What follows belongs to an exercise in optimizing a design on an open flow for small area and a short achievable clock period; a production flow would make more cautious choices. The RTL was checked by simulation tests, not by an equivalence proof against the original design. The flow treats the clock pin as an ideal source, which a real chip does not have. No activity file was given, so power comes from the tool's default toggle rates.

File: config.mk
export PLATFORM = sky130hd
export DESIGN_NAME = FP_MUL
export DESIGN_NICKNAME = FP_MUL
export VERILOG_FILES = /design/flow/design.v
export SDC_FILE = /design/flow/constraint.sdc
export NUM_CORES = 4
export LEC_CHECK = 0
export CAP_MARGIN = 20
export CORE_MARGIN = 2
export CORE_UTILIZATION = 40
export SLEW_MARGIN = 20
File: constraint.sdc
create_clock -name core_clock -period 12.5 [get_ports {CLK}]
set_input_delay 2.5000 -clock core_clock [delete_from_list [all_inputs] [get_ports {CLK}]]
set_output_delay 2.5000 -clock core_clock [all_outputs]
set_load 0.01 [all_outputs]
File: design.v
`timescale 1ns/10ps
module FP_MUL(CLK, RESET, ENABLE, DATA_IN, DATA_OUT, READY);
input         CLK;
input         RESET;
input         ENABLE;
input   [7:0] DATA_IN;
output  [7:0] DATA_OUT;
output        READY;
reg     [7:0] DATA_OUT;
reg           READY;
reg     [6:0] t;
always @(posedge CLK) begin
	if (RESET || t == 7'd72)
		t <= 7'd0;
	else
		t <= t + 7'd1;
end
reg op;
always @(posedge CLK) begin
	if (t == 7'd16)
		op <= ENABLE;
end
reg    [51:0] A;
reg    [10:0] E;
reg           s;
reg    [39:0] B;
wire    [4:0] elo = {1'b0, E[3:0]} + {1'b0, DATA_OUT[7:4]} + 5'd1;
always @(posedge CLK) begin
	if (t == 7'd1) A[7:0]   <= DATA_IN;
	if (t == 7'd2) A[15:8]  <= DATA_IN;
	if (t == 7'd3) A[23:16] <= DATA_IN;
	if (t == 7'd4) A[31:24] <= DATA_IN;
	if (t == 7'd5) A[39:32] <= DATA_IN;
	if (t == 7'd6) A[47:40] <= DATA_IN;
	if (t == 7'd7) A[51:48] <= DATA_IN[3:0];
end
always @(posedge CLK) begin
	if (t == 7'd7)
		E[3:0] <= DATA_IN[7:4];
	else if (t == 7'd16)
		E[3:0] <= elo[3:0];
	if (t == 7'd8)
		E[10:4] <= DATA_IN[6:0];
	else if (t == 7'd17)
		E[10:4] <= E[10:4] + DATA_OUT[6:0] + {6'd0, rc} + 7'h40;
end
always @(posedge CLK) begin
	if (t == 7'd8)
		s <= DATA_IN[7];
	else if (t == 7'd16)
		s <= s ^ DATA_IN[7];
end
integer k, j;
always @(posedge CLK) begin
	B <= {2'b00, B[39:2]};
	for (k = 0; k < 7; k = k + 1)
		if (t == 7'd9 + k)
			for (j = 0; j < 8; j = j + 1)
				if (6*k + j < 40)
					B[6*k + j] <= DATA_IN[j];
	if (t == 7'd16)
		B[38] <= 1'b1;
	if (t < 7'd9 || t > 7'd35)
		B[1:0] <= 2'b00;
end
reg    [54:0] Sn;
reg    [26:0] Kn;
reg           cflag;
reg           rc;
wire          run = (t >= 7'd10) && (t <= 7'd62);
wire          b0  = B[0];
wire          b1  = B[1];
wire   [52:0] MA   = {1'b1, A};
wire   [55:0] pp0n = ~({56{b0}} & {3'd0, MA});
wire   [55:0] pp1n = ~({56{b1}} & {2'd0, MA, 1'b0});
wire   [55:0] Sxn  = {1'b1, Sn};
wire   [55:0] s1n;
wire   [55:0] c1n;
assign c1n[0]  = 1'b1;
assign s1n[0]  = ~(Sxn[0] ^ pp0n[0]);
assign c1n[1]  = Sxn[0] | pp0n[0];
assign s1n[53] = ~(Sxn[53] ^ pp1n[53]);
assign c1n[54] = Sxn[53] | pp1n[53];
assign s1n[54] = Sxn[54];
assign c1n[55] = 1'b1;
assign s1n[55] = 1'b1;
genvar i;
generate for (i = 1; i < 53; i = i + 1) begin : row
	FP_MUL_fa fa (.a(Sxn[i]), .b(pp0n[i]), .c(pp1n[i]), .s(s1n[i]), .co(c1n[i+1]));
end endgenerate
wire   [54:0] rn;
wire   [26:0] kn;       
wire   [27:0] hn;
assign rn[0] = ~(s1n[0] ^ Kn[0]);
assign hn[0] = s1n[0] | Kn[0];
assign rn[54] = ~(s1n[54] ^ c1n[54]);
genvar m;
generate for (m = 0; m < 27; m = m + 1) begin : pair
	if (m > 0) begin : l
		FP_MUL_fa lo (.a(s1n[2*m]), .b(c1n[2*m]), .c(Kn[m]), .s(rn[2*m]), .co(hn[m]));
	end
	FP_MUL_fa hi (.a(s1n[2*m+1]), .b(c1n[2*m+1]), .c(hn[m]), .s(rn[2*m+1]), .co(kn[m]));
end endgenerate
wire          out0 = ~rn[0];
wire          out1 = ~rn[1];
wire          ins1 = (t >= 7'd35) & out1;
wire          ins0 = (t >= 7'd36) & out0;
always @(posedge CLK) begin
	Kn <= kn;
	if (run)
		Sn <= {~ins1, ~ins0, rn[54:2]};
	else
		Sn <= {8'hff, Sn[54:8]};
end
wire   [54:0] S = ~Sn;
wire    [7:0] win = cflag ? S[9:2] : S[8:1];
wire    [7:0] X   = (t == 7'd70) ? {s, E[10:4]} :
                    (t == 7'd69) ? {E[3:0], win[3:0]} : win;
wire    [4:0] lo  = {1'b0, X[3:0]} + {4'd0, rc};
wire          c4  = (t == 7'd69) ? cflag : lo[4];
wire    [3:0] hi  = {1'b0, X[6:4]} + {3'd0, c4};
wire          b7  = (t == 7'd70) ? X[7] : X[7] ^ hi[3];
wire          c8  = X[7] & hi[3];
always @(posedge CLK) begin
	if (t == 7'd62)
		cflag <= out1;
end
always @(posedge CLK) begin
	if (t == 7'd16)
		rc <= elo[4];
	else if (t == 7'd62)
		rc <= out1 ? S[3] : S[2];
	else
		rc <= c8;
end
always @(posedge CLK) begin
	if (t == 7'd15 || t == 7'd16)
		DATA_OUT <= DATA_IN;
	else
		DATA_OUT <= {b7, hi[2:0], lo[3:0]};
end
always @(posedge CLK) begin
	if (RESET)
		READY <= 1'b0;
	else
		READY <= op && (t >= 7'd63) && (t <= 7'd70);
end
endmodule
module FP_MUL_fa(a, b, c, s, co);
input  a, b, c;
output s, co;
assign s  = a ^ b ^ c;
assign co = (a & b) | (a & c) | (b & c);
endmodule
File: flow/run.sh
#!/bin/bash
# Standard ORFS layout (the standard.sh) with these changes:
#  - port buffers use buf_2 instead of the default pick (a slow delay cell);
#  - the design is synthesized module by module (SYNTH_HIERARCHICAL=1, then
#    flattened by synth_recipe.tcl) so each FP_MUL_fa instance maps to one fa cell;
#  - after CTS, clock_tree.tcl removes the clock tree's middle level and splits
#    its root into four buffers fed by the clock port, so the clock reaches every
#    register through two buffers (the same number for all registers).
# Each tool's output goes to a log file in this folder; ORFS keeps its step logs in orfs/logs.
set -euo pipefail
VARS=("BUFFER_PORTS_ARGS=-buffer_cell sky130_fd_sc_hd__buf_2"
      SETUP_SLACK_MARGIN=9.1 SYNTH_HIERARCHICAL=1 CTS_CLUSTER_SIZE=30 CTS_CLUSTER_DIAMETER=100)
bash standard.sh "${VARS[@]}" cts > make_cts.log 2>&1
R=orfs/results/sky130hd/FP_MUL/base
CTS_ODB=$R/4_cts.odb openroad -no_init -exit flow/clock_tree.tcl > clock_tree.log 2>&1
bash standard.sh "${VARS[@]}" finish > make_finish.log 2>&1
File: flow/clock_tree.tcl
# Reshape the clock tree that CTS built, keeping every register the same
# number of buffers away from the clock port:
#  1. remove the middle level: each clock buffer that is fed by another buffer
#     and drives only clock buffers is taken out, its loads moved to its input net;
#  2. split the root: the leaf buffers are divided into NROOT groups by position,
#     and each group gets its own root buffer fed from the clock port, placed at
#     the group's centre (the clock port then drives NROOT cells).
read_db $::env(CTS_ODB)
set block [ord::get_db_block]
set nroot [expr {[info exists ::env(NROOT)] ? $::env(NROOT) : 4}]
proc is_clkbuf {inst} { string match "sky130_fd_sc_hd__clkbuf_*" [[$inst getMaster] getName] }

set changed 1
while {$changed} {
  set changed 0
  foreach inst [$block getInsts] {
    if {![is_clkbuf $inst]} continue
    set in [$inst findITerm A]
    set out [$inst findITerm X]
    set innet [$in getNet]
    set outnet [$out getNet]
    if {$innet eq "NULL" || $outnet eq "NULL"} continue
    if {[llength [$innet getBTerms]] > 0} continue
    set drv ""
    foreach it [$innet getITerms] { if {[$it isOutputSignal]} { set drv [$it getInst] } }
    if {$drv eq "" || ![is_clkbuf $drv]} continue
    set ok 1
    set loads {}
    foreach it [$outnet getITerms] {
      if {[$it isOutputSignal]} continue
      if {![is_clkbuf [$it getInst]]} { set ok 0; break }
      lappend loads $it
    }
    if {!$ok || [llength $loads] == 0} continue
    foreach it $loads { $it disconnect; $it connect $innet }
    $in disconnect
    $out disconnect
    puts "removed [$inst getName] ([llength $loads] loads moved to [$innet getName])"
    odb::dbInst_destroy $inst
    odb::dbNet_destroy $outnet
    set changed 1
    break
  }
}

# the root: the clock buffer on the clock port's net
set clknet [$block findNet CLK]
set root ""
foreach it [$clknet getITerms] { if {[is_clkbuf [$it getInst]]} { set root [$it getInst] } }
set rootnet [[$root findITerm X] getNet]
set leaves {}
foreach it [$rootnet getITerms] { if {![$it isOutputSignal]} { lappend leaves $it } }
puts "root [$root getName] drives [llength $leaves] leaf buffers"

# order the leaves by angle around their centre and cut into nroot groups
set cx 0; set cy 0
foreach it $leaves { set b [[$it getInst] getBBox]; set cx [expr {$cx + ([$b xMin]+[$b xMax])/2.0}]; set cy [expr {$cy + ([$b yMin]+[$b yMax])/2.0}] }
set n [llength $leaves]
set cx [expr {$cx / $n}]; set cy [expr {$cy / $n}]
set keyed {}
foreach it $leaves {
  set b [[$it getInst] getBBox]
  set x [expr {([$b xMin]+[$b xMax])/2.0}]; set y [expr {([$b yMin]+[$b yMax])/2.0}]
  lappend keyed [list [expr {atan2($y-$cy, $x-$cx)}] $it $x $y]
}
set keyed [lsort -real -index 0 $keyed]
if {$nroot > $n} { set nroot $n }
set master [$root getMaster]
for {set g 0} {$g < $nroot} {incr g} {
  set lo [expr {($g * $n) / $nroot}]
  set hi [expr {(($g + 1) * $n) / $nroot}]
  set grp [lrange $keyed $lo [expr {$hi - 1}]]
  set gx 0; set gy 0
  foreach e $grp { set gx [expr {$gx + [lindex $e 2]}]; set gy [expr {$gy + [lindex $e 3]}] }
  set gx [expr {int($gx / [llength $grp])}]; set gy [expr {int($gy / [llength $grp])}]
  if {$g == 0} {
    set buf $root
  } else {
    set buf [odb::dbInst_create $block $master "clkroot_$g"]
    set net [odb::dbNet_create $block "clknet_root_$g"]
    $net setSigType CLOCK
    [$buf findITerm A] connect $clknet
    [$buf findITerm X] connect $net
    foreach e $grp { set it [lindex $e 1]; $it disconnect; $it connect $net }
  }
  $buf setLocation $gx $gy
  $buf setPlacementStatus PLACED
  puts "root $g: [$buf getName] drives [llength $grp] leaves at $gx $gy"
}
detailed_placement
check_placement
write_db $::env(CTS_ODB)
File: standard.sh
#!/bin/bash
# synth_recipe.tcl (not shown) runs the flow's synth.tcl, then flattens the netlist and writes it again
# the make line also repeats each setting of config.mk as NAME=value (left out here)
make -C /OpenROAD-flow-scripts/flow DESIGN_CONFIG=/design/flow/config.mk WORK_HOME=/design/flow/orfs CLKGATE_MAP_FILE= SYNTH_SCRIPT=/design/flow/synth_recipe.tcl "${@:-finish}"
==> out/metrics.cfg, run 1 <==
[outcome]
status=finished clean

[pwr]
peakVddDrop_mv=0.0690
power_density_nw_per_um2=103
leakagePower_nw=3.43

[synth]
synth-main-ff-cell=dfxtp_1
ys_seq_area_frac=0.469
synth.distinct_cells=52
synth_edf_count=66
netlist.top_cell.by_area=dfxtp_1
synthTopCellsByArea=dfxtp_1 27%, fa_1 21%, edfxtp_1 19%
synth_area_um2=10200
yosysTopAreaCellShare=0.274
syn_inst=825
async_flop_share=0
synth-seq-cells=205
yosysWarningCount=7
post_synth.cell_area_avg_um2=12.3
syn_nets=970

[global_route]
grt_util_met2=0.259
globalRouteMet3Util=0.0262
grt_start_max_net_pins=56
first_global_vias=6081
antenna_found_initial=0
grt_use_total=0.168
grt_overflow=0
grt_first_pass_wirelength_um=34200
grt.busiest_layer=met2
grt_use_met1=0.253

[routing]
ant_nets=0
routed_wl_um=20900
dr_total_vias=5771
drt_iter0_markers=419
wl_per_cell_um=18.0
first_pass_iters=5
avgViaCountPerCell=4.97
route.detailed.drc=0

[cts]
cts_buffers=11
clk_pin_slew_ps=110
cts_tree=built
numClockSinks=205
cts.path.max_buffers=3
htreeDepth=1
cts-root-buf=clkbuf_16
worstSkewPairLatency_ps=310
hold_buffers=0

[sta]
finalSetupTns_ps=0
fin_crit_sh=0.264
setup_viol=0
rsz0062_at_grt=no
whs_ps=431
fin_crit_ps=3300
finClkSkew_ps=22.1
hold_viol=0
drv_slew=0
max_slew.worst_pin.slew_ps=930
fmax_ghz=0.303
maxSlewHeadroom=0.378

[worst_hold_path]
hold_class=flop to flop

[layout]
fin_nets=972
antennaDiodeCount=0
drive_gt1_frac=0.165
syn2layout_area_growth_pct=8.06
final_cells=1161
fin_util=0.439

[floorplan]
die_w_um=163
die-area_um2=26700
core_area_um2=25000
die_h_um=163
initial_utilization=0.406
io_pins=20
num_rows=58

[setup_path]
path_buf_inv=1
crit_path_end_kind=output port
worstPathArrival_ps=800
path_delay_family=flip-flops
cp_cell_sequence=buf_6
crit_path_top_delay_cell=dfxtp_2
crit_type=flop to output port
crit_path_max_fanout=2
critPathMaxStageDelay_ps=390
required_ps=10000
start_kind=flop

[place]
dpl.cell_count=1136
io_buffer_count=19
hpwl_um=14300
globalplace.congestion=0.847

[flow_run]
max-cap-violations=0

## per-layer routing
metal,up-vias,share of wire
li1,2746,-
met4,0,0.010
met2,92,0.45
met1,2916,0.50
met5,-,0
met3,17,0.031
## cells by family (layout without fill, tap and decap cells)
kind of cell	count (synthesis)	in the layout	share of synthesized area
flip-flops	205	205	0.469
XOR/XNOR	17	17	0.0146
buffers and inverters	69	75	0.0292
AO/OA/AOI/OAI	77	77	0.0454
multiplexers	91	91	0.0984
adder cells (fa/ha/maj)	134	134	0.245
AND/OR/NAND/NOR	232	232	0.0991
## synthesized netlist by cell type (9+ instances only)
cell	count
fa_1	108
nand2_1	149
inv_1	29
buf_2	9
edfxtp_1	66
mux2i_1	21
o21ai_0	29
nor2_1	35
clkbuf_1	25
dfxtp_1	139
xnor2_1	14
mux2_2	63
ha_1	26
a21oi_1	22
## per-module statistics from Yosys (local to each module, per instance)
module,copies in the design,cell area (um2),cells inside
FP_MUL,1,8070,720
FP_MUL_fa,105,20.0,1
## state kept, by name, summed over array words and instances (netlist names)
signal    cells
A            52
B            40
DATA_OUT      8
E            11
Kn           27
READY         1
Sn           55
cflag         1
op            1
rc            1
s             1
t             7
## power by group
group	switching [mW]	internal, mW	total (mW)
clock network	0.218	0.185	0.402
registers	0.00585	0.694	0.699
logic	0.0205	0.00607	0.0266
## cell type report
| type | count | area (um2) |
|---|---|---|
| Timing Repair Buffer | 28 | 213 |
| Clock buffer | 11 | 233 |
| Buffer | 3 | 75.1 |
| Clock inverter | 4 | 45.0 |
| Multi-Input combinational cell | 551 | 5110 |
| Sequential cell | 205 | 4790 |
| Inverter | 29 | 109 |
| Fill cell | 2322 | 14000 |
| Tap cell | 330 | 413 |
## layout by cell type, fill, tap and decap left out, types with 3 or more instances in the layout
| master | Yosys | layout |
|---|---|---|
| nand2_1 | 149 | 149 |
| dfxtp_1 | 139 | 126 |
| fa_1 | 108 | 108 |
| edfxtp_1 | 66 | 66 |
| mux2_2 | 63 | 63 |
| nor2_1 | 35 | 35 |
| inv_1 | 29 | 29 |
| o21ai_0 | 29 | 29 |
| ha_1 | 26 | 26 |
| a21oi_1 | 22 | 22 |
| mux2i_1 | 21 | 21 |
| xnor2_1 | 14 | 14 |
| clkbuf_16 | 0 | 12 |
| buf_2 | 9 | 11 |
| dfxtp_2 | 0 | 10 |
| buf_4 | 5 | 9 |
| or2_2 | 7 | 8 |
| buf_6 | 1 | 8 |
| nand3_1 | 7 | 7 |
| mux2_1 | 6 | 6 |
| nand2b_1 | 5 | 5 |
| a211oi_1 | 5 | 5 |
| a21o_1 | 5 | 5 |
| nor2b_1 | 4 | 4 |
| a31oi_1 | 4 | 4 |
| nor3_1 | 4 | 4 |
| dfxtp_4 | 0 | 3 |
| and3_1 | 3 | 3 |
| xor2_1 | 3 | 3 |
## path summary, 6_finish.rpt
check        depth (start not counted)                   to                 from  slack, ps
max reg2reg                         12  DATA_OUT[7]$_DFF_P_      t[5]$_SDFF_PP0_       9330
min                                  2        B[14]$_DFF_P_        B[16]$_DFF_P_        430
min reg2reg                          2        B[14]$_DFF_P_        B[16]$_DFF_P_        430
max                                  1          DATA_OUT[2]  DATA_OUT[2]$_DFF_P_       9200
## what timing repair did
action                     4_1_cts  5_1_grt
buffers inserted                 7        0
pin swaps                        0        0
hold endpoints to repair         0        0
setup endpoints to repair        9        4
resized for setup               17        5
## stage by stage
stage                     area [um2]  worst slack, ps  power, mW
after floorplan                10200             9310      0.727
after global placement         10500             9150      0.742
after detailed placement       10500             9150      0.742
after CTS                      10900             9030       1.13
after global routing           11000             9110       1.17
final                          11000             9200       1.13
==> run 2: changes to the inputs <==
--- a/flow/run.sh
+++ b/flow/run.sh
@@ -9,7 +9,7 @@
 # Each tool's output goes to a log file in this folder; ORFS keeps its step logs in orfs/logs.
 set -euo pipefail
 VARS=("BUFFER_PORTS_ARGS=-buffer_cell sky130_fd_sc_hd__buf_2"
-      SETUP_SLACK_MARGIN=9.1 SYNTH_HIERARCHICAL=1 CTS_CLUSTER_SIZE=30 CTS_CLUSTER_DIAMETER=100)
+      SETUP_SLACK_MARGIN=9.3 CORE_UTILIZATION=75 SYNTH_HIERARCHICAL=1 CTS_CLUSTER_SIZE=30 CTS_CLUSTER_DIAMETER=100)
 bash standard.sh "${VARS[@]}" cts > make_cts.log 2>&1
 R=orfs/results/sky130hd/FP_MUL/base
 CTS_ODB=$R/4_cts.odb openroad -no_init -exit flow/clock_tree.tcl > clock_tree.log 2>&1
==> run 2 against run 1 <==
  * Register-to-register slack improved by 60 ps
  * Design area fell by 1.8%
  * Critical path depth did not move
  * Die area fell by 46%
  * Combinational power fell by 2%
  * Still clean
  * Largest cell class unchanged
  * Core utilization rose by 38 points
  * Critical endpoint is now DATA_OUT[0]
  * Non-clock buffer count rose by 1
==> out/metrics.cfg, run 2 <==
[floorplan]
io_pins=20  ; unchanged
die_w_um=120  ; -26%
die-area_um2=14500  ; -46%
die_h_um=120  ; -26%
core_area_um2=13200  ; -47%
initial_utilization=0.768  ; +0.362
num_rows=42  ; -28%

[setup_path]
critPathMaxStageDelay_ps=370  ; -20 ps
crit_type=flop to output port
crit_path_end_kind=output port
worstPathArrival_ps=790  ; about the same
path_buf_inv=1  ; unchanged
crit_path_max_fanout=2  ; unchanged
cp_cell_sequence=buf_6
start_kind=flop
crit_path_top_delay_cell=dfxtp_2
path_delay_family=flip-flops
required_ps=10000  ; about the same

[layout]
largest_reg_flops=55  ; unchanged
syn2layout_area_growth_pct=6.08
reg_top3=Sn: 55 flops, A: 52 flops, B: 40 flops
drive_gt1_frac=0.161  ; -0.00361
final_common_cell=nand2_1
fin_nets=972  ; unchanged
fill_cells=746  ; -68%
top_register=Sn
antennaDiodeCount=0  ; unchanged
final_cell_mix=149 x nand2_1, 127 x dfxtp_1, 108 x fa_1

[synth]
syn_nets=970  ; unchanged
synthTopCellsByArea=dfxtp_1 27%, fa_1 21%, edfxtp_1 19%
yosysMostFrequentCell=nand2_1
async_flop_share=0  ; unchanged
synth_commonest_cells=149 x nand2_1, 139 x dfxtp_1, 108 x fa_1
yosysTopAreaCellShare=0.274  ; unchanged
synth_fa_ha_area_frac=0.245  ; unchanged
synth-xor-area-share=0.0146  ; unchanged
syn_inst=825  ; unchanged
synth_area_um2=10200  ; unchanged
yosys.area_share.simple=0.0991  ; unchanged
synth-seq-cells=205  ; unchanged
synth-compound-area-share=0.0454  ; unchanged
ys_seq_area_frac=0.469  ; unchanged
yosysWarningCount=7  ; unchanged
synth_top_family_by_area=adder cells
synth_edf_count=66  ; unchanged
netlist.top_cell.by_area=dfxtp_1
post_synth.cell_area_avg_um2=12.3  ; unchanged
synth-main-ff-cell=dfxtp_1
synth.distinct_cells=52  ; unchanged
synthMuxAreaShare=0.0984  ; unchanged

[routing]
route.detailed.drc=0  ; unchanged
drt_iter0_markers=542  ; +29%
first_pass_iters=5  ; unchanged
avgViaCountPerCell=6.13  ; +23%
dr_total_vias=6171  ; +6.9%
routed_wl_um=21300  ; +1.9%
wl_per_cell_um=21.2  ; +18%
ant_nets=0  ; unchanged

[cts]
worstSkewPairLatency_ps=310  ; about the same
cts.path.max_buffers=3  ; unchanged
htreeDepth=1  ; unchanged
numClockSinks=205  ; unchanged
cts_buffers=10  ; -1
clk_pin_slew_ps=120  ; about the same
cts_tree=built
hold_buffers=0  ; unchanged
cts-root-buf=clkbuf_16

[sta]
setup_viol=0  ; unchanged
maxSlewHeadroom=0.436  ; +0.0581
max_slew.worst_pin.slew_ps=843  ; -86.8 ps
fin_crit_ps=3290  ; -13.7 ps
fmax_ghz=0.304  ; +0.42%
fin_crit_sh=0.263  ; -0.00110
drv_slew=0  ; unchanged
finClkSkew_ps=17.3  ; -4.78 ps
hold_viol=0  ; unchanged
whs_ps=452  ; +20.8 ps
finalSetupTns_ps=0  ; unchanged
rsz0062_at_grt=yes

[place]
globalplace.congestion=0.929  ; +9.6%
hpwl_um=15100  ; +5.4%
io_buffer_count=19  ; unchanged

[worst_hold_path]
hold_class=flop to flop

[flow_run]
max-cap-violations=0  ; unchanged

[global_route]
grt_overflow=0  ; unchanged
grt_start_max_net_pins=54  ; -3.6%
grt_use_total=0.317  ; +0.150
antenna_found_initial=0  ; unchanged
grt_first_pass_wirelength_um=34800  ; +1.8%
first_global_vias=6534  ; +7.4%

[pwr]
peakVddDrop_mv=0.134  ; +95%
leakagePower_nw=3.43  ; about the same
power_density_nw_per_um2=104  ; +1.4%

[outcome]
status=finished clean

## run 2: changes by cell type in the layout (fill, tap and decap cells not counted)
cell       previous run  this run
dfxtp_4               3         0
clkbuf_1              2         4
dfxtp_2              10        12
buf_4                 9        10
bufinv_16             0         1
clkinv_4              1         0
clkinv_8              1         0
dfxtp_1             126       127
inv_6                 1         0
inv_8                 1         0
## run 2: timing repair
| item | CTS | global route |
|---|---|---|
| setup endpoints to repair | 11 | 13 |
| setup buffers | 4 | 2 |
| resized for setup | 17 | 5 |
## run 2: logic make-up after synthesis
kind of cell             Yosys count
AO/OA/AOI/OAI                     77
adder cells (fa/ha/maj)          134
AND/OR/NAND/NOR                  232
multiplexers                      91
XOR/XNOR                          17
buffers and inverters             69
flip-flops                       205
## run 2: modules after synthesis (local to each module, per instance)
module     flip-flops and latches  cell area [um2]  cells inside  copies in the design
FP_MUL                        205             8070           720                     1
FP_MUL_fa                       0             20.0             1                   105
## run 2: path summary, 6_finish.rpt
check	start	endpoint	slack (ps)	cells past startpoint
worst min-delay path	B[4]$_DFF_P_	B[2]$_DFF_P_	450	2
worst max register to register	t[0]$_SDFF_PP0_	DATA_OUT[7]$_DFF_P_	9390	12
worst max-delay path	DATA_OUT[0]$_DFF_P_	DATA_OUT[0]	9210	1
worst min register to register	B[4]$_DFF_P_	B[2]$_DFF_P_	450	2
## run 2: cell type report
class | count | area, um2 | share of cell area
buffer | 3 | 75.1 | 0.00696
clock buffer | 13 | 240 | 0.0223
clock inverter | 1 | 30.0 | 0.00278
inverter | 29 | 109 | 0.0101
multi-input combinational | 551 | 5110 | 0.474
sequential | 205 | 4780 | 0.443
tap | 176 | 220 | 0.0204
timing repair buffer | 29 | 220 | 0.0204
## run 2: layer usage
| metal | part of all wire | up-vias | routed length (um) | track usage |
|---|---|---|---|---|
| met2 | 0.50 | 236 | 10600 | 0.506 |
| met3 | 0.070 | 45 | 1500 | 0.0623 |
| li1 | - | 2735 | - | - |
| met5 | 0 | - | 0 | 0 |
| met4 | 0.021 | 0 | 456 | 0.0923 |
| met1 | 0.41 | 3155 | 8800 | 0.452 |
## run 2: power breakdown
| part | internal (mW) | switching (mW) |
|---|---|---|
| clock network | 0.199 | 0.198 |
| logic | 0.00613 | 0.0200 |
| registers | 0.694 | 0.00601 |
| total | 0.899 | 0.224 |
## run 2: worst reg2reg max path, stage by stage, from the launching register on
cell     delay, ps
dfxtp_1        440
or3b_4         460
or2_2          430
o21ai_0        220
ha_1           200
ha_1           200
nand2_1         60
o31ai_1        200
ha_1           200
and3_1         150
ha_1           220
mux2i_1        130
o21ai_0         80
## run 2: per-stage QoR
step | power [mW] | setup WS, ps | utilization | std cells | area [um2]
after CTS | 1.12 | 9050 | 0.810 | 1004 | 10700
after detailed placement | 0.741 | 9190 | 0.780 | 984 | 10300
after global placement | 0.740 | 9200 | 0.780 | 984 | 10300
final | 1.12 | 9210 | 0.814 | 1007 | 10800
after global routing | 1.15 | 9190 | 0.814 | 1007 | 10800
after floorplan | 0.727 | 9310 | - | 825 | 10200
==> run 3: changes to the inputs <==
--- a/flow/run.sh
+++ b/flow/run.sh
@@ -9,7 +9,7 @@
 # Each tool's output goes to a log file in this folder; ORFS keeps its step logs in orfs/logs.
 set -euo pipefail
 VARS=("BUFFER_PORTS_ARGS=-buffer_cell sky130_fd_sc_hd__buf_2"
-      SETUP_SLACK_MARGIN=9.3 CORE_UTILIZATION=75 SYNTH_HIERARCHICAL=1 CTS_CLUSTER_SIZE=30 CTS_CLUSTER_DIAMETER=100)
+      SETUP_SLACK_MARGIN=9.3 CORE_UTILIZATION=60 SYNTH_HIERARCHICAL=1 CTS_CLUSTER_SIZE=30 CTS_CLUSTER_DIAMETER=100)
 bash standard.sh "${VARS[@]}" cts > make_cts.log 2>&1
 R=orfs/results/sky130hd/FP_MUL/base
 CTS_ODB=$R/4_cts.odb openroad -no_init -exit flow/clock_tree.tcl > clock_tree.log 2>&1
==> run 3 against run 2 <==
  * Critical path depth is the same
  * Largest power group unchanged
  * Via count shrank 4.2%
  * Routed wire length grew 0.17%
  * Maximum frequency is essentially flat
  * Highest routed layer unchanged
  * Combinational power grew 2%
  * Sequential share of layout area shrank 0.23 points
==> out/metrics.cfg, run 3 <==
[outcome]
status=finished clean

[sta]
finClkSkew_ps=27.7  ; +10.4 ps
fin_crit_sh=0.263  ; about the same
drv_slew=0  ; unchanged
fin_crit_ps=3290  ; +1.67 ps
hold_viol=0  ; unchanged
fmax_ghz=0.304  ; about the same
finalSetupTns_ps=0  ; unchanged
rsz0062_at_grt=yes
maxSlewHeadroom=0.409  ; -0.0272
max_slew.worst_pin.slew_ps=887  ; +43.8 ps
whs_ps=448  ; -4.26 ps
setup_viol=0  ; unchanged

[cts]
worstSkewPairLatency_ps=310  ; about the same
clk_pin_slew_ps=110  ; about the same
cts_buffers=11  ; +1
numClockSinks=205  ; unchanged
hold_buffers=0  ; unchanged
htreeDepth=1  ; unchanged
cts_tree=built
cts-root-buf=clkbuf_16
cts.path.max_buffers=3  ; unchanged

[layout]
top_register=Sn
final_cells=1051  ; +4.4%
syn2layout_area_growth_pct=6.72
largest_reg_flops=55  ; unchanged
antennaDiodeCount=0  ; unchanged
reg_top3=Sn: 55 flops, A: 52 flops, B: 40 flops
drive_gt1_frac=0.164  ; +0.00241
multiInputGateArea_um2=5120  ; +0.22%
fill_cells=1292  ; +73%
seqCellArea_um2=4780  ; about the same
final_cell_mix=149 x nand2_1, 126 x dfxtp_1, 108 x fa_1
final_common_cell=nand2_1
fin_nets=973  ; +0.10%
fin_util=0.654  ; -0.160

[setup_path]
reg2reg_from=t[0]$_SDFF_PP0_
crit_path_top_delay_cell=dfxtp_2
critPathMaxStageDelay_ps=380  ; about the same
crit_path_end_kind=output port
cp_cell_sequence=buf_6
rr_worst_depth=12  ; unchanged
start_kind=flop
crit_path_max_fanout=2  ; unchanged
required_ps=10000  ; about the same
critical_path_depth=1  ; unchanged
path_delay_family=flip-flops
reg2reg_to=DATA_OUT[7]$_DFF_P_
reg2reg_slack_ps=9460  ; +70 ps
worstPathArrival_ps=790  ; about the same
crit_type=flop to output port
critPathLaunch=DATA_OUT[2]$_DFF_P_
crit_end=DATA_OUT[2]
path_buf_inv=1  ; unchanged

[pwr]
leakagePower_nw=3.43  ; about the same
power_density_nw_per_um2=104  ; -0.46%
peakVddDrop_mv=0.137  ; +1.9%
power_mw=1.13  ; +0.14%

[synth]
syn_inst=825  ; unchanged
synth_area_um2=10200  ; unchanged
ys_seq_area_frac=0.469  ; unchanged
yosysTopAreaCellShare=0.274  ; unchanged
synth.distinct_cells=52  ; unchanged
yosysWarningCount=7  ; unchanged
synthTopCellsByArea=dfxtp_1 27%, fa_1 21%, edfxtp_1 19%
synth_edf_count=66  ; unchanged
async_flop_share=0  ; unchanged
post_synth.cell_area_avg_um2=12.3  ; unchanged
synth_commonest_cells=149 x nand2_1, 139 x dfxtp_1, 108 x fa_1
yosysMostFrequentCell=nand2_1
synth-main-ff-cell=dfxtp_1
syn_nets=970  ; unchanged
synth-seq-cells=205  ; unchanged
netlist.top_cell.by_area=dfxtp_1

[global_route]
grt_start_max_net_pins=54  ; unchanged
antenna_found_initial=0  ; unchanged
grt_first_pass_wirelength_um=34300  ; -1.4%
grt_use_total=0.252  ; -0.0655
first_global_vias=6244  ; -4.4%
grt_overflow=0  ; unchanged

[routing]
route.detailed.drc=0  ; unchanged
wl_per_cell_um=20.3  ; -4.0%
drt_iter0_markers=416  ; -23%
first_pass_iters=5  ; unchanged
ant_nets=0  ; unchanged
dr_total_vias=5914  ; -4.2%
routed_wl_um=21400  ; +0.17%
avgViaCountPerCell=5.63  ; -8.2%

[place]
globalplace.congestion=0.861  ; -7.3%
io_buffer_count=19  ; unchanged
dpl.cell_count=1028  ; +4.5%
hpwl_um=15000  ; -0.56%

[floorplan]
io_pins=20  ; unchanged
die_w_um=134  ; +11%
die-area_um2=18000  ; +24%
core_area_um2=16600  ; +25%
initial_utilization=0.613  ; -0.155
num_rows=47  ; +12%
die_h_um=134  ; +11%

[worst_hold_path]
hold_class=flop to flop

[flow_run]
max-cap-violations=0  ; unchanged

## run 3: worst min path at each step
stage	start	endpoint	slack, ps	cells after the start
2_1_floorplan	B[13]$_DFF_P_	B[11]$_DFF_P_	400	2
3_3_place_gp	B[13]$_DFF_P_	B[11]$_DFF_P_	410	2
3_5_place_dp	B[10]$_DFF_P_	B[8]$_DFF_P_	420	2
4_1_cts	B[13]$_DFF_P_	B[11]$_DFF_P_	450	2
5_1_grt	B[5]$_DFF_P_	B[3]$_DFF_P_	480	2
6_report	B[13]$_DFF_P_	B[11]$_DFF_P_	450	2
## run 3: cells by family after synthesis
family | synth area share
adder cells (fa/ha/maj) | 0.245
XOR/XNOR | 0.0146
AO/OA/AOI/OAI | 0.0454
multiplexers | 0.0984
flip-flops | 0.469
AND/OR/NAND/NOR | 0.0991
buffers and inverters | 0.0292
## run 3: cell type report
type / count / area share
multi-input combinational: 552 / 0.472
sequential: 205 / 0.441
tap: 220 / 0.0254
clock buffer: 12 / 0.0218
timing repair buffer: 28 / 0.0196
inverter: 29 / 0.0100
buffer: 3 / 0.00692
clock inverter: 2 / 0.00334
## run 3: modules after synthesis, one instance, submodules excluded
module,cell area (um2),flops+latches,times used,cells
FP_MUL,8070,205,1,720
FP_MUL_fa,20.0,0,105,1
## run 3: repair_timing
item,CTS,global route
setup buffers,4,1
endpoints found under the setup margin,12,37
pin swaps,0,1
gates resized for setup,21,3
gates cloned,0,1
## run 3: power by group
| part | switching, mW | total, mW | internal (mW) | leakage (nW) |
|---|---|---|---|---|
| registers | 0.00569 | 0.700 | 0.694 | 1.73 |
| logic | 0.0205 | 0.0266 | 0.00613 | 1.53 |
| clock network | 0.213 | 0.399 | 0.186 | 0.169 |
| total | 0.239 | 1.13 | 0.886 | 3.43 |
## run 3: metal layers
layer	routed length, um	track usage	vias to the layer above	share of wire
met5	0	0	-	0
met4	374	0.0614	0	0.018
met3	840	0.0370	28	0.039
met2	10200	0.398	135	0.48
met1	10000	0.373	3004	0.47
li1	-	-	2747	-
## run 3: through the flow
stage          setup WS (ps)  cell area [um2]
2_1_floorplan           9310            10200
3_3_place_gp            9170            10400
3_5_place_dp            9090            10400
4_1_cts                 9030            10800
5_1_grt                 9180            10900
6_report                9210            10900
==> run 4: changes to the inputs <==
--- a/flow/run.sh
+++ b/flow/run.sh
@@ -9,7 +9,7 @@
 # Each tool's output goes to a log file in this folder; ORFS keeps its step logs in orfs/logs.
 set -euo pipefail
 VARS=("BUFFER_PORTS_ARGS=-buffer_cell sky130_fd_sc_hd__buf_2"
-      SETUP_SLACK_MARGIN=9.3 CORE_UTILIZATION=60 SYNTH_HIERARCHICAL=1 CTS_CLUSTER_SIZE=30 CTS_CLUSTER_DIAMETER=100)
+      SETUP_SLACK_MARGIN=9.3 GPL_TIMING_DRIVEN=1 SYNTH_HIERARCHICAL=1 CTS_CLUSTER_SIZE=30 CTS_CLUSTER_DIAMETER=100)
 bash standard.sh "${VARS[@]}" cts > make_cts.log 2>&1
 R=orfs/results/sky130hd/FP_MUL/base
 CTS_ODB=$R/4_cts.odb openroad -no_init -exit flow/clock_tree.tcl > clock_tree.log 2>&1
==> run 4 against run 3 <==
  * Clock skew down 5.7 ps
  * Final cell count is 10% higher
  * Maximum frequency decreased by 0.13%
  * Area after synthesis did not move
  * Critical endpoint unchanged
  * Design area grew 1.3%
  * Highest routed layer unchanged
  * Total power up 0.32%
==> out/metrics.cfg, run 4 <==
[setup_path]
worstPathArrival_ps=800  ; about the same
rr_worst_depth=12  ; unchanged
path_buf_inv=1  ; unchanged
reg2reg_from=t[0]$_SDFF_PP0_
required_ps=10000  ; about the same
crit_path_top_delay_cell=dfxtp_4
path_delay_family=flip-flops
crit_path_max_fanout=2  ; unchanged
start_kind=flop
crit_type=flop to output port
critPathMaxStageDelay_ps=380  ; about the same
reg2reg_slack_ps=9500  ; +40 ps
crit_path_end_kind=output port
cp_cell_sequence=buf_6
reg2reg_to=DATA_OUT[7]$_DFF_P_

[synth]
synth-compound-area-share=0.0454  ; unchanged
syn_inst=825  ; unchanged
yosysMostFrequentCell=nand2_1
synth_commonest_cells=149 x nand2_1, 139 x dfxtp_1, 108 x fa_1
yosysWarningCount=7  ; unchanged
ys_seq_area_frac=0.469  ; unchanged
synthMuxAreaShare=0.0984  ; unchanged
synth.distinct_cells=52  ; unchanged
synthTopCellsByArea=dfxtp_1 27%, fa_1 21%, edfxtp_1 19%
synth-xor-area-share=0.0146  ; unchanged
synth-main-ff-cell=dfxtp_1
yosys.area_share.simple=0.0991  ; unchanged
synth-seq-cells=205  ; unchanged
syn_nets=970  ; unchanged
synth_area_um2=10200  ; unchanged
async_flop_share=0  ; unchanged
synth_top_family_by_area=adder cells
yosysTopAreaCellShare=0.274  ; unchanged
netlist.top_cell.by_area=dfxtp_1
post_synth.cell_area_avg_um2=12.3  ; unchanged
synth_fa_ha_area_frac=0.245  ; unchanged
synth_edf_count=66  ; unchanged

[cts]
cts_buffers=11  ; unchanged
numClockSinks=205  ; unchanged
cts-root-buf=clkbuf_16
cts.path.max_buffers=3  ; unchanged
htreeDepth=1  ; unchanged
clk_pin_slew_ps=110  ; about the same
cts_tree=built
worstSkewPairLatency_ps=310  ; about the same
hold_buffers=0  ; unchanged

[global_route]
grt_use_total=0.168  ; -0.0842
antenna_found_initial=0  ; unchanged
grt_overflow=0  ; unchanged
grt_start_max_net_pins=56  ; +3.7%
first_global_vias=6081  ; -2.6%
grt_first_pass_wirelength_um=34200  ; -0.38%

[floorplan]
die_h_um=163  ; +22%
io_pins=20  ; unchanged
num_rows=58  ; +23%
die-area_um2=26700  ; +48%
die_w_um=163  ; +22%
core_area_um2=25000  ; +51%
initial_utilization=0.406  ; -0.207

[outcome]
status=finished clean

[pwr]
peakVddDrop_mv=0.0692  ; -49%
leakagePower_nw=3.44  ; about the same
power_density_nw_per_um2=103  ; -0.98%

[routing]
wl_per_cell_um=18.0  ; -11%
dr_total_vias=5766  ; -2.5%
first_pass_iters=5  ; unchanged
route.detailed.drc=0  ; unchanged
drt_iter0_markers=387  ; -7.0%
ant_nets=0  ; unchanged
avgViaCountPerCell=4.97  ; -12%
routed_wl_um=20900  ; -2.1%

[place]
io_buffer_count=19  ; unchanged
hpwl_um=14300  ; -4.6%
placed_area_um2=10500  ; +1.2%
globalplace.congestion=0.847  ; -1.6%

[layout]
reg_top3=Sn: 55 flops, A: 52 flops, B: 40 flops
antennaDiodeCount=0  ; unchanged
final_cell_mix=149 x nand2_1, 125 x dfxtp_1, 108 x fa_1
fin_nets=972  ; -0.10%
top_register=Sn
stdcell_area_um2=11000  ; +1.3%
drive_gt1_frac=0.166  ; +0.00241
seqCellArea_um2=4790  ; +0.18%
final_common_cell=nand2_1
multiInputGateArea_um2=5110  ; -0.17%
fill_cells=2319  ; +79%
syn2layout_area_growth_pct=8.12
largest_reg_flops=55  ; unchanged

[sta]
fmax_ghz=0.303  ; -0.13%
max_slew.worst_pin.slew_ps=930  ; +42.9 ps
fin_crit_sh=0.264  ; +0.000354
fin_crit_ps=3300  ; +4.42 ps
setup_viol=0  ; unchanged
maxSlewHeadroom=0.378  ; -0.0308
rsz0062_at_grt=yes
finClkSkew_ps=22.0  ; -5.72 ps
drv_slew=0  ; unchanged
finalSetupTns_ps=0  ; unchanged
hold_viol=0  ; unchanged

[flow_run]
max-cap-violations=0  ; unchanged

[worst_hold_path]
min_to=B[14]$_DFF_P_
min_path_cells=2  ; unchanged
hold_class=flop to flop
hp-start=B[16]$_DFF_P_

## run 4: cell counts after synthesis
Identical to the previous run, type by type.
## run 4: through the flow
step | hold WS [ps] | utilization | power [mW] | cells | setup WS (ps)
after floorplan | 399 | - | 0.727 | 825 | 9310
after global placement | 412 | 0.420 | 0.742 | 1136 | 9150
after detailed placement | 415 | 0.420 | 0.742 | 1136 | 9150
after CTS | 431 | 0.437 | 1.14 | 1160 | 9030
after global routing | 461 | 0.439 | 1.17 | 1161 | 9180
final | 430 | 0.439 | 1.13 | 1161 | 9200
## run 4: how the worst max path moves through the flow
stage | startpoint | endpoint | slack, ps | depth (start not counted)
after floorplan | DATA_IN[7] | E[3]$_DFFE_PP_ | 9310 | 2
after detailed placement | DATA_IN[1] | E[5]$_DFFE_PP_ | 9150 | 2
after global routing | DATA_OUT[1]$_DFF_P_ | DATA_OUT[1] | 9180 | 1
after CTS | DATA_OUT[2]$_DFF_P_ | DATA_OUT[2] | 9030 | 1
after global placement | DATA_IN[1] | E[5]$_DFFE_PP_ | 9150 | 2
final | DATA_OUT[2]$_DFF_P_ | DATA_OUT[2] | 9200 | 1
## run 4: power by group
group	internal, mW	total (mW)	switching, mW
sequential	0.693	0.699	0.00585
clock	0.185	0.403	0.218
combinational	0.00607	0.0266	0.0205
total	0.884	1.13	0.245
## run 4: kinds of logic after synthesis
family / Yosys count
AO/OA/AOI/OAI: 77
XOR/XNOR: 17
adder cells (fa/ha/maj): 134
buffers and inverters: 69
flip-flops: 205
multiplexers: 91
AND/OR/NAND/NOR: 232
## run 4: final cells by class
class | instances | share of cell area
Sequential cell | 205 | 0.436
Buffer | 3 | 0.00683
Inverter | 29 | 0.00990
Tap cell | 330 | 0.0376
Clock inverter | 4 | 0.00410
Timing Repair Buffer | 28 | 0.0193
Multi-Input combinational cell | 551 | 0.465
Clock buffer | 11 | 0.0212
## run 4: metal layers
layer	wire, um	part of all wire	track usage
met4	211	0.010	0.0270
met3	620	0.030	0.0262
met1	10600	0.51	0.253
met2	9510	0.45	0.259
met5	0	0	0
## run 4: what timing repair did
item	4_1_cts	5_1_grt
resized for setup	21	4
setup buffers	7	0
gates cloned	0	0
setup endpoints to repair	12	12
## run 4: Yosys stat by module, one instance, submodules excluded
module	flip-flops and latches	copies in the design	cells	area [um2]
FP_MUL	205	1	720	8070
FP_MUL_fa	0	105	1	20.0
==> run 5: changes to the inputs <==
--- a/flow/run.sh
+++ b/flow/run.sh
@@ -9,7 +9,7 @@
 # Each tool's output goes to a log file in this folder; ORFS keeps its step logs in orfs/logs.
 set -euo pipefail
 VARS=("BUFFER_PORTS_ARGS=-buffer_cell sky130_fd_sc_hd__buf_2"
-      SETUP_SLACK_MARGIN=9.3 GPL_TIMING_DRIVEN=1 SYNTH_HIERARCHICAL=1 CTS_CLUSTER_SIZE=30 CTS_CLUSTER_DIAMETER=100)
+      SETUP_SLACK_MARGIN=9.3 GPL_ROUTABILITY_DRIVEN=0 GPL_TIMING_DRIVEN=0 SYNTH_HIERARCHICAL=1 CTS_CLUSTER_SIZE=30 CTS_CLUSTER_DIAMETER=100)
 bash standard.sh "${VARS[@]}" cts > make_cts.log 2>&1
 R=orfs/results/sky130hd/FP_MUL/base
 CTS_ODB=$R/4_cts.odb openroad -no_init -exit flow/clock_tree.tcl > clock_tree.log 2>&1
==> run 5 against run 4 <==
  * Routed wire length is 2.3% higher
  * Register-to-register slack worse by 110 ps
  * Worst setup slack better by 18 ps
  * Largest cell class unchanged
==> out/metrics.cfg, run 5 <==
[cts]
cts_tree=built
numClockSinks=205  ; unchanged
hold_buffers=0  ; unchanged
cts-root-buf=clkbuf_16
cts.path.max_buffers=3  ; unchanged
worstSkewPairLatency_ps=310  ; about the same
clk_pin_slew_ps=110  ; about the same
htreeDepth=1  ; unchanged
cts_buffers=11  ; unchanged

[layout]
drive_gt1_frac=0.193  ; +0.0270
reg_top3=Sn: 55 flops, A: 52 flops, B: 40 flops
seqCellArea_um2=4780  ; -0.23%
top_register=Sn
final_common_cell=nand2_1
final_cells=1200  ; +3.4%
syn2layout_area_growth_pct=10.4
fin_util=0.448  ; +0.00910
largest_reg_flops=55  ; unchanged
fill_cells=2315  ; -0.17%
antennaDiodeCount=0  ; unchanged
final_cell_mix=149 x nand2_1, 128 x dfxtp_1, 108 x fa_1
fin_nets=1011  ; +4.0%
multiInputGateArea_um2=5140  ; +0.51%

[sta]
max_slew.worst_pin.slew_ps=858  ; -72.3 ps
fin_crit_sh=0.262  ; -0.00147
fmax_ghz=0.305  ; +0.56%
fin_crit_ps=3280  ; -18.4 ps
finClkSkew_ps=15.6  ; -6.43 ps
setup_viol=0  ; unchanged
maxSlewHeadroom=0.427  ; +0.0493
rsz0062_at_grt=yes
finalSetupTns_ps=0  ; unchanged
hold_viol=0  ; unchanged
drv_slew=0  ; unchanged

[global_route]
grt_overflow=0  ; unchanged
grt_use_total=0.172  ; +0.00399
grt_first_pass_wirelength_um=34800  ; +1.8%
grt_start_max_net_pins=32  ; -43%
antenna_found_initial=0  ; unchanged
first_global_vias=6284  ; +3.3%

[routing]
avgViaCountPerCell=4.88  ; -1.7%
dr_total_vias=5857  ; +1.6%
route.detailed.drc=0  ; unchanged
wl_per_cell_um=17.8  ; -1.0%
routed_wl_um=21400  ; +2.3%
drt_iter0_markers=352  ; -9.0%
first_pass_iters=4  ; -1
ant_nets=0  ; unchanged

[synth]
synth-seq-cells=205  ; unchanged
async_flop_share=0  ; unchanged
synth-compound-area-share=0.0454  ; unchanged
synth_area_um2=10200  ; unchanged
syn_nets=970  ; unchanged
synth_fa_ha_area_frac=0.245  ; unchanged
synthTopCellsByArea=dfxtp_1 27%, fa_1 21%, edfxtp_1 19%
yosys.area_share.simple=0.0991  ; unchanged
synth-xor-area-share=0.0146  ; unchanged
yosysMostFrequentCell=nand2_1
post_synth.cell_area_avg_um2=12.3  ; unchanged
ys_seq_area_frac=0.469  ; unchanged
synthMuxAreaShare=0.0984  ; unchanged
synth-main-ff-cell=dfxtp_1
synth.distinct_cells=52  ; unchanged
netlist.top_cell.by_area=dfxtp_1
synth_edf_count=66  ; unchanged
synth_commonest_cells=149 x nand2_1, 139 x dfxtp_1, 108 x fa_1
yosysWarningCount=7  ; unchanged
yosysTopAreaCellShare=0.274  ; unchanged
syn_inst=825  ; unchanged
synth_top_family_by_area=adder cells

[floorplan]
die_w_um=163  ; unchanged
io_pins=20  ; unchanged
die_h_um=163  ; unchanged
initial_utilization=0.406  ; unchanged
die-area_um2=26700  ; unchanged
core_area_um2=25000  ; unchanged
num_rows=58  ; unchanged

[outcome]
status=finished clean

[setup_path]
cp_cell_sequence=buf_6
start_kind=flop
path_delay_family=flip-flops
crit_path_end_kind=output port
crit_path_top_delay_cell=dfxtp_2
crit_path_max_fanout=2  ; unchanged
critPathMaxStageDelay_ps=370  ; about the same
required_ps=10000  ; about the same
worstPathArrival_ps=780  ; -20 ps
crit_type=flop to output port
path_buf_inv=1  ; unchanged

[pwr]
leakagePower_nw=3.57  ; +4.1%
peakVddDrop_mv=0.0677  ; -2.2%
power_mw=1.13  ; +0.38%
power_density_nw_per_um2=101  ; -1.7%

[place]
io_buffer_count=19  ; unchanged
dpl.cell_count=1175  ; +3.4%
hpwl_um=15500  ; +8.9%

[flow_run]
max-cap-violations=0  ; unchanged

[worst_hold_path]
hold_class=flop to flop

==> run 5: routing by layer <==
layer	wire length, um	GRT usage	share of wire	vias up
met5	0	0	0	-
met1	10100	0.241	0.47	2940
met4	209	0.0342	0.0098	0
met2	10300	0.284	0.48	81
li1	-	-	-	2823
met3	769	0.0254	0.036	13
==> run 5: per-stage QoR <==
stage / setup slack, ps / instance area (um2) / hold WS [ps]
3_5_place_dp: 8720 / 10700 / 412
6_report: 9220 / 11200 / 435
4_1_cts: 9040 / 11100 / 437
3_3_place_gp: 8730 / 10700 / 405
2_1_floorplan: 9310 / 10200 / 399
5_1_grt: 9200 / 11200 / 454
==> run 5: worst paths after layout <==
check / from / to / slack, ps / cells past startpoint
worst max-delay path: DATA_OUT[4]$_DFF_P_ / DATA_OUT[4] / 9220 / 1
worst min-delay path: B[13]$_DFF_P_ / B[11]$_DFF_P_ / 440 / 2
worst max register to register: t[0]$_SDFF_PP0_ / DATA_OUT[7]$_DFF_P_ / 9390 / 15
worst min register to register: B[13]$_DFF_P_ / B[11]$_DFF_P_ / 440 / 2
==> run 5: logic make-up (layout without fill, tap and decap cells) <==
logic type      count (synthesis)  in the layout
xor+xnor                       17             17
mux                            91             91
fa+ha+maj                     134            134
flops                         205            205
simple gates                  232            232
buf+inv                        69            114
compound gates                 77             77
==> run 5: what timing repair did <==
item	CTS	global route
gates resized for setup	24	41
pin swaps	0	6
buffers inserted	3	4
endpoints found under the setup margin	20	59
==> run 5: area by class of cell <==
type / instances / area share
buffer: 43 / 0.0258
clock buffer: 12 / 0.0211
clock inverter: 3 / 0.00390
inverter: 29 / 0.00970
multi-input combinational: 551 / 0.458
sequential: 205 / 0.426
tap: 330 / 0.0368
timing repair buffer: 27 / 0.0186
==> run 5: report_power, final <==
part	switching [mW]	internal, mW	leakage, nW	total, mW
logic	0.0232	0.00765	1.67	0.0308
registers	0.00434	0.694	1.73	0.698
clock network	0.218	0.186	0.172	0.404
==> run 5: Yosys stat by module (local to each module, per instance) <==
module     copies in the design  flip-flops and latches  cell area (um2)  cells inside
FP_MUL                        1                     205             8070           720
FP_MUL_fa                   105                       0             20.0             1
==> run 6: changes to the inputs <==
--- a/flow/run.sh
+++ b/flow/run.sh
@@ -9,7 +9,7 @@
 # Each tool's output goes to a log file in this folder; ORFS keeps its step logs in orfs/logs.
 set -euo pipefail
 VARS=("BUFFER_PORTS_ARGS=-buffer_cell sky130_fd_sc_hd__buf_2"
-      SETUP_SLACK_MARGIN=9.3 GPL_ROUTABILITY_DRIVEN=0 GPL_TIMING_DRIVEN=0 SYNTH_HIERARCHICAL=1 CTS_CLUSTER_SIZE=30 CTS_CLUSTER_DIAMETER=100)
+      SETUP_SLACK_MARGIN=9.3 SYNTH_HIERARCHICAL=1 CTS_CLUSTER_SIZE=12 CTS_CLUSTER_DIAMETER=60)
 bash standard.sh "${VARS[@]}" cts > make_cts.log 2>&1
 R=orfs/results/sky130hd/FP_MUL/base
 CTS_ODB=$R/4_cts.odb openroad -no_init -exit flow/clock_tree.tcl > clock_tree.log 2>&1
==> run 6 against run 5 <==
  * Non-clock buffer count shrank 38
  * Clock power grew 41%
  * Still clean on timing, DRC and antenna
  * Clock skew grew 13 ps
  * Total power grew 15%
  * Synthesized cell count is the same
  * Critical endpoint is now DATA_OUT[5]
  * Highest routed layer unchanged
  * Sequential power is essentially flat
  * Sequential cell count is the same
  * Register-to-register slack gained 100 ps
  * Largest cell class unchanged
  * Global-route usage is essentially flat
==> out/metrics.cfg, run 6 <==
[sta]
setup_viol=0  ; unchanged
fin_crit_ps=3270  ; -5.59 ps
maxSlewHeadroom=0.375  ; -0.0524
hold_viol=0  ; unchanged
max_slew.worst_pin.slew_ps=935  ; +77.0 ps
rsz0062_at_grt=yes
drv_slew=0  ; unchanged
fmax_ghz=0.306  ; +0.17%
finalSetupTns_ps=0  ; unchanged
finClkSkew_ps=28.3  ; +12.7 ps
fin_crit_sh=0.262  ; -0.000447

[synth]
synth-main-ff-cell=dfxtp_1
yosysTopAreaCellShare=0.274  ; unchanged
synth_edf_count=66  ; unchanged
synth.distinct_cells=52  ; unchanged
synthTopCellsByArea=dfxtp_1 27%, fa_1 21%, edfxtp_1 19%
yosysWarningCount=7  ; unchanged
synth-seq-cells=205  ; unchanged
post_synth.cell_area_avg_um2=12.3  ; unchanged
synth_area_um2=10200  ; unchanged
netlist.top_cell.by_area=dfxtp_1
synth_commonest_cells=149 x nand2_1, 139 x dfxtp_1, 108 x fa_1
async_flop_share=0  ; unchanged
ys_seq_area_frac=0.469  ; unchanged
yosysMostFrequentCell=nand2_1
syn_nets=970  ; unchanged
syn_inst=825  ; unchanged

[cts]
cts_tree=built
htreeDepth=1  ; unchanged
clk_pin_slew_ps=60  ; -50 ps
numClockSinks=205  ; unchanged
hold_buffers=0  ; unchanged
cts_buffers=21  ; +10
worstSkewPairLatency_ps=310  ; about the same
cts-root-buf=clkbuf_16
cts.path.max_buffers=3  ; unchanged

[layout]
fin_util=0.450  ; +0.00170
largest_reg_flops=55  ; unchanged
antennaDiodeCount=0  ; unchanged
fill_cells=2298  ; -0.73%
final_common_cell=nand2_1
fin_nets=983  ; -2.8%
top_register=Sn
drive_gt1_frac=0.174  ; -0.0190
reg_top3=Sn: 55 flops, A: 52 flops, B: 40 flops
final_cell_mix=149 x nand2_1, 126 x dfxtp_1, 108 x fa_1
syn2layout_area_growth_pct=10.8

[worst_hold_path]
hp-start=B[16]$_DFF_P_
hold_class=flop to flop
min_path_cells=2  ; unchanged
min_to=B[14]$_DFF_P_

[routing]
drt_iter0_markers=410  ; +16%
wl_per_cell_um=18.0  ; +0.74%
first_pass_iters=5  ; +1
routed_wl_um=21200  ; -0.94%
route.detailed.drc=0  ; unchanged
dr_total_vias=5826  ; -0.53%
avgViaCountPerCell=4.94  ; +1.2%
ant_nets=0  ; unchanged

[outcome]
status=finished clean

[place]
io_buffer_count=19  ; unchanged
globalplace.congestion=0.847
hpwl_um=14300  ; -8.2%

[setup_path]
worstPathArrival_ps=770  ; about the same
crit_path_top_delay_cell=dfxtp_4
reg2reg_to=DATA_OUT[7]$_DFF_P_
crit_type=flop to output port
reg2reg_slack_ps=9490  ; +100 ps
crit_path_end_kind=output port
crit_path_max_fanout=2  ; unchanged
start_kind=flop
cp_cell_sequence=buf_6
reg2reg_from=t[5]$_SDFF_PP0_
path_buf_inv=1  ; unchanged
critPathMaxStageDelay_ps=350  ; -20 ps
rr_worst_depth=12  ; -3
required_ps=10000  ; about the same
path_delay_family=flip-flops

[floorplan]
io_pins=20  ; unchanged
initial_utilization=0.406  ; unchanged
die_h_um=163  ; unchanged
die-area_um2=26700  ; unchanged
num_rows=58  ; unchanged
core_area_um2=25000  ; unchanged
die_w_um=163  ; unchanged

[pwr]
leakagePower_nw=3.57  ; -0.13%
power_density_nw_per_um2=115  ; +14%
peakVddDrop_mv=0.0958  ; +41%

[flow_run]
max-cap-violations=0  ; unchanged

[global_route]
grt_start_max_net_pins=56  ; +75%
first_global_vias=6215  ; -1.1%
grt_first_pass_wirelength_um=34700  ; -0.10%
antenna_found_initial=0  ; unchanged
grt_overflow=0  ; unchanged
grt_use_total=0.171  ; -0.000459

[run 6: cells by family after synthesis]
logic type      synth area share
simple gates              0.0991
flops                      0.469
fa+ha+maj                  0.245
mux                       0.0984
compound gates            0.0454
buf+inv                   0.0292
xor+xnor                  0.0146
[run 6: Yosys stat by module (local to each module, per instance)]
module	cell area, um2	times used	cells inside
FP_MUL_fa	20.0	105	1
FP_MUL	8070	1	720
[run 6: how the worst max path moves through the flow]
stage | startpoint | endpoint | slack (ps) | cells after the start
floorplan | DATA_IN[7] | E[3]$_DFFE_PP_ | 9310 | 2
global placement | DATA_IN[1] | E[5]$_DFFE_PP_ | 9150 | 2
detailed placement | DATA_IN[1] | E[5]$_DFFE_PP_ | 9150 | 2
CTS | DATA_OUT[2]$_DFF_P_ | DATA_OUT[2] | 9030 | 1
global route | DATA_OUT[5]$_DFF_P_ | DATA_OUT[5] | 9210 | 1
finish | DATA_OUT[5]$_DFF_P_ | DATA_OUT[5] | 9230 | 1
[run 6: routing by layer]
layer  routed length [um]  global-route usage
met5                    0                   0
met1                10500               0.255
met2                 9650               0.260
met4                  314              0.0342
met3                  729              0.0340
[run 6: power by group]
group	internal, mW	switching (mW)
Combinational	0.00607	0.0206
Clock	0.332	0.239
Sequential	0.694	0.00583
Total	1.03	0.265
[run 6: timing repair]
item                       in CTS  in global routing
gates resized for setup        20                  4
setup endpoints to repair      12                 13
cloned                          0                  0
pin swaps                       0                  0
buffers inserted                7                  1
[run 6: area by class of cell]
| cell class | instances | area [um2] | area share |
|---|---|---|---|
| sequential | 205 | 4790 | 0.425 |
| timing repair buffer | 29 | 220 | 0.0196 |
| multi-input combinational | 551 | 5110 | 0.454 |
| tap | 330 | 413 | 0.0367 |
| inverter | 29 | 109 | 0.00966 |
| clock buffer | 30 | 527 | 0.0468 |
| clock inverter | 3 | 15.0 | 0.00133 |
| buffer | 3 | 75.1 | 0.00667 |
[run 6: stage by stage]
step | setup WS (ps) | instances | power (mW) | hold WS (ps) | instance area [um2]
6_report | 9230 | 1180 | 1.30 | 427 | 11300
5_1_grt | 9210 | 1180 | 1.35 | 448 | 11300
4_1_cts | 9030 | 1178 | 1.31 | 431 | 11200
3_5_place_dp | 9150 | 1136 | 0.742 | 415 | 10500
3_3_place_gp | 9150 | 1136 | 0.742 | 412 | 10500
2_1_floorplan | 9310 | 825 | 0.727 | 399 | 10200
==> run 7: changes to the inputs <==
--- a/flow/run.sh
+++ b/flow/run.sh
@@ -9,7 +9,7 @@
 # Each tool's output goes to a log file in this folder; ORFS keeps its step logs in orfs/logs.
 set -euo pipefail
 VARS=("BUFFER_PORTS_ARGS=-buffer_cell sky130_fd_sc_hd__buf_2"
-      SETUP_SLACK_MARGIN=9.3 SYNTH_HIERARCHICAL=1 CTS_CLUSTER_SIZE=12 CTS_CLUSTER_DIAMETER=60)
+      SETUP_SLACK_MARGIN=9.3 SYNTH_HIERARCHICAL=1 CTS_CLUSTER_SIZE=16 CTS_CLUSTER_DIAMETER=60)
 bash standard.sh "${VARS[@]}" cts > make_cts.log 2>&1
 R=orfs/results/sky130hd/FP_MUL/base
 CTS_ODB=$R/4_cts.odb openroad -no_init -exit flow/clock_tree.tcl > clock_tree.log 2>&1
==> run 7 against run 6 <==
  * Routed wire length hardly changed
  * Sequential power hardly changed
  * Design area is 0.30% lower
  * Clock skew is 12 ps lower
==> out/metrics.cfg, run 7 <==
[outcome]
status=finished clean

[synth]
netlist.top_cell.by_area=dfxtp_1
synth-seq-cells=205  ; unchanged
yosysWarningCount=7  ; unchanged
synthTopCellsByArea=dfxtp_1 27%, fa_1 21%, edfxtp_1 19%
syn_inst=825  ; unchanged
synth_area_um2=10200  ; unchanged
syn_nets=970  ; unchanged
synth.distinct_cells=52  ; unchanged
synth_commonest_cells=149 x nand2_1, 139 x dfxtp_1, 108 x fa_1
async_flop_share=0  ; unchanged
yosysMostFrequentCell=nand2_1
ys_seq_area_frac=0.469  ; unchanged
synth_edf_count=66  ; unchanged
post_synth.cell_area_avg_um2=12.3  ; unchanged
yosysTopAreaCellShare=0.274  ; unchanged
synth-main-ff-cell=dfxtp_1

[layout]
final_common_cell=nand2_1
top_register=Sn
reg_top3=Sn: 55 flops, A: 52 flops, B: 40 flops
largest_reg_flops=55  ; unchanged
antennaDiodeCount=0  ; unchanged
final_cells=1177  ; -0.25%
syn2layout_area_growth_pct=10.4
fin_nets=980  ; -0.31%
drive_gt1_frac=0.176  ; +0.00180
final_cell_mix=149 x nand2_1, 125 x dfxtp_1, 108 x fa_1

[floorplan]
num_rows=58  ; unchanged
die_w_um=163  ; unchanged
initial_utilization=0.406  ; unchanged
core_area_um2=25000  ; unchanged
die-area_um2=26700  ; unchanged
io_pins=20  ; unchanged
die_h_um=163  ; unchanged

[sta]
rsz0062_at_grt=yes
max_slew.worst_pin.slew_ps=927  ; -8.06 ps
finalSetupTns_ps=0  ; unchanged
hold_viol=0  ; unchanged
fin_crit_sh=0.261  ; -0.000389
maxSlewHeadroom=0.380  ; +0.00539
fin_crit_ps=3270  ; -4.86 ps
drv_slew=0  ; unchanged
setup_viol=0  ; unchanged
finClkSkew_ps=15.9  ; -12.4 ps
fmax_ghz=0.306  ; +0.15%
worst_slack_ps=9230  ; +4.86 ps
whs_ps=426  ; -0.860 ps

[global_route]
first_global_vias=6228  ; +0.21%
antenna_found_initial=0  ; unchanged
grt_overflow=0  ; unchanged
grt_first_pass_wirelength_um=34700  ; about the same
grt_use_total=0.171  ; -0.000650
grt_start_max_net_pins=56  ; unchanged

[routing]
dr_total_vias=5799  ; -0.46%
routed_wl_um=21200  ; about the same
ant_nets=0  ; unchanged
routed.top_layer=met4
wl_met3_um=537  ; -26%
avgViaCountPerCell=4.93  ; -0.21%
first_pass_iters=5  ; unchanged
wl_met2_um=9670  ; +0.26%
route.detailed.drc=0  ; unchanged
drt_iter0_markers=391  ; -4.6%
drt-met1-wl_um=10700  ; +2.2%
wl_per_cell_um=18.0  ; +0.17%

[cts]
clk_pin_slew_ps=70  ; about the same
cts.path.max_buffers=3  ; unchanged
cts_tree=built
htreeDepth=1  ; unchanged
numClockSinks=205  ; unchanged
cts_buffers=18  ; -14%
hold_buffers=0  ; unchanged
cts-root-buf=clkbuf_16
worstSkewPairLatency_ps=300  ; about the same

[setup_path]
reg2reg_to=DATA_OUT[7]$_DFF_P_
cp_cell_sequence=buf_6
critPathLaunch=DATA_OUT[2]$_DFF_P_
worstPathArrival_ps=770  ; about the same
reg2reg_slack_ps=9520  ; +30 ps
crit_path_max_fanout=2  ; unchanged
start_kind=flop
critPathMaxStageDelay_ps=360  ; about the same
crit_path_top_delay_cell=dfxtp_4
path_buf_inv=1  ; unchanged
required_ps=10000  ; about the same
reg2reg_from=t[0]$_SDFF_PP0_
path_delay_family=flip-flops
crit_path_end_kind=output port
crit_type=flop to output port
rr_worst_depth=12  ; unchanged

[place]
dp_slack_ps=9150  ; unchanged
globalplace.congestion=0.847  ; unchanged
io_buffer_count=19  ; unchanged
hpwl_um=14300  ; unchanged
dpl.cell_count=1136  ; unchanged

[worst_hold_path]
min_to=B[14]$_DFF_P_
hold_class=flop to flop
min_path_cells=2  ; unchanged
hp-start=B[16]$_DFF_P_

[flow_run]
max-cap-violations=0  ; unchanged

[pwr]
leakagePower_nw=3.55  ; -0.57%
power_density_nw_per_um2=114  ; -1.5%
power_mw=1.27  ; -1.8%
peakVddDrop_mv=0.104  ; +8.1%

[run 7: cell count changes in the layout (fill, tap and decap cells not counted), moves of 2 or more]
cell,before,now
inv_6,0,2
clkbuf_1,10,7
clkinv_2,3,1
clkbuf_16,22,20
[run 7: worst max path at each step]
stage / to / slack (ps) / cells past startpoint
3_5_place_dp: E[5]$_DFFE_PP_ / 9150 / 2
4_1_cts: DATA_OUT[2] / 9040 / 1
5_1_grt: DATA_OUT[2] / 9220 / 1
6_report: DATA_OUT[2] / 9230 / 1
3_3_place_gp: E[5]$_DFFE_PP_ / 9150 / 2
2_1_floorplan: E[3]$_DFFE_PP_ / 9310 / 2
[run 7: routing by layer]
metal,global-route usage,vias to the layer above
li1,-,2772
met4,0.0338,0
met3,0.0254,24
met2,0.265,88
met5,0,-
met1,0.254,2915
[run 7: Yosys stat by module (local to each module, per instance)]
| module | flip-flops and latches | cells | times used | cell area, um2 |
|---|---|---|---|---|
| FP_MUL_fa | 0 | 1 | 105 | 20.0 |
| FP_MUL | 205 | 720 | 1 | 8070 |
[run 7: timing repair]
item | in CTS | in global routing
buffers inserted | 7 | 1
gates cloned | 0 | 0
endpoints found under the setup margin | 12 | 12
gates resized for setup | 21 | 4
[run 7: cell type report]
type | count | area (um2)
plain buffers | 3 | 75.1
clock buffers | 25 | 465
clock inverters | 5 | 41.3
fillers | 2299 | 13800
inverters | 29 | 109
multi-input cells | 551 | 5110
flip-flops and latches | 205 | 4790
well taps | 330 | 413
repair buffers | 29 | 220
[run 7: where the power goes]
part	internal [mW]	switching, mW	total (mW)
clock	0.306	0.242	0.549
combinational	0.00607	0.0206	0.0266
sequential	0.693	0.00590	0.699
[run 7: through the flow]
step / area, um2 / util
4_1_cts: 11200 / 0.447
5_1_grt: 11200 / 0.449
3_5_place_dp: 10500 / 0.420
3_3_place_gp: 10500 / 0.420
6_report: 11200 / 0.449
2_1_floorplan: 10200 / -
[run 7: logic make-up (layout without fill, tap and decap cells)]
| group | count (synthesis) | count (layout) | synth area share |
|---|---|---|---|
| XOR/XNOR | 17 | 17 | 0.0146 |
| adder cells (fa/ha/maj) | 134 | 134 | 0.245 |
| multiplexers | 91 | 91 | 0.0984 |
| buffers and inverters | 69 | 91 | 0.0292 |
| AND/OR/NAND/NOR | 232 | 232 | 0.0991 |
| flip-flops | 205 | 205 | 0.469 |
| AO/OA/AOI/OAI | 77 | 77 | 0.0454 |

## port drivers added, routing unchanged
In the flow no input, the clock included, has a driving cell. The finished layouts below were timed again as built, in two steps.
Step 1 sets driving cells, clkbuf_16 on the clock port and buf_2 on the other inputs (assumed; they add their load-dependent delay and slew).
Step 2 moves the port delays by t, midway between the first and last clock arrival at a register: inputs arrive t later, outputs are due t later. That takes back most of the time a late clock gives input paths.
Three values: no drivers, after step 1, after step 2; two values: the first two.
| run | t (ns) | setup slack, ns | hold WS [ns] | worst register clock-pin slew, ns | cell pins on the clock port's net |
|---|---|---|---|---|---|
| run 1 | 0.391 | 9.197 / 9.105 / 9.153 | 0.431 / 0.431 / 0.431 | 0.12 / 0.12 | 4 |
| run 2 | 0.386 | 9.210 / 9.126 / 9.207 | 0.452 / 0.452 / 0.452 | 0.12 / 0.12 | 4 |
| run 3 | 0.388 | 9.209 / 9.114 / 9.089 | 0.448 / 0.448 / 0.448 | 0.11 / 0.11 | 4 |
| run 4 | 0.392 | 9.204 / 9.113 / 9.151 | 0.430 / 0.430 / 0.430 | 0.12 / 0.12 | 4 |
| run 5 | 0.395 | 9.223 / 9.128 / 9.009 | 0.435 / 0.435 / 0.435 | 0.12 / 0.12 | 4 |
| run 6 | 0.383 | 9.228 / 9.136 / 9.152 | 0.427 / 0.427 / 0.427 | 0.06 / 0.06 | 4 |
| run 7 | 0.381 | 9.233 / 9.143 / 9.138 | 0.426 / 0.426 / 0.426 | 0.07 / 0.07 | 4 |
After both steps setup and hold are still met in every run listed. The setup slack of run 5, which loses most, moves by -0.095 ns with the drivers and by -0.214 ns with both steps.
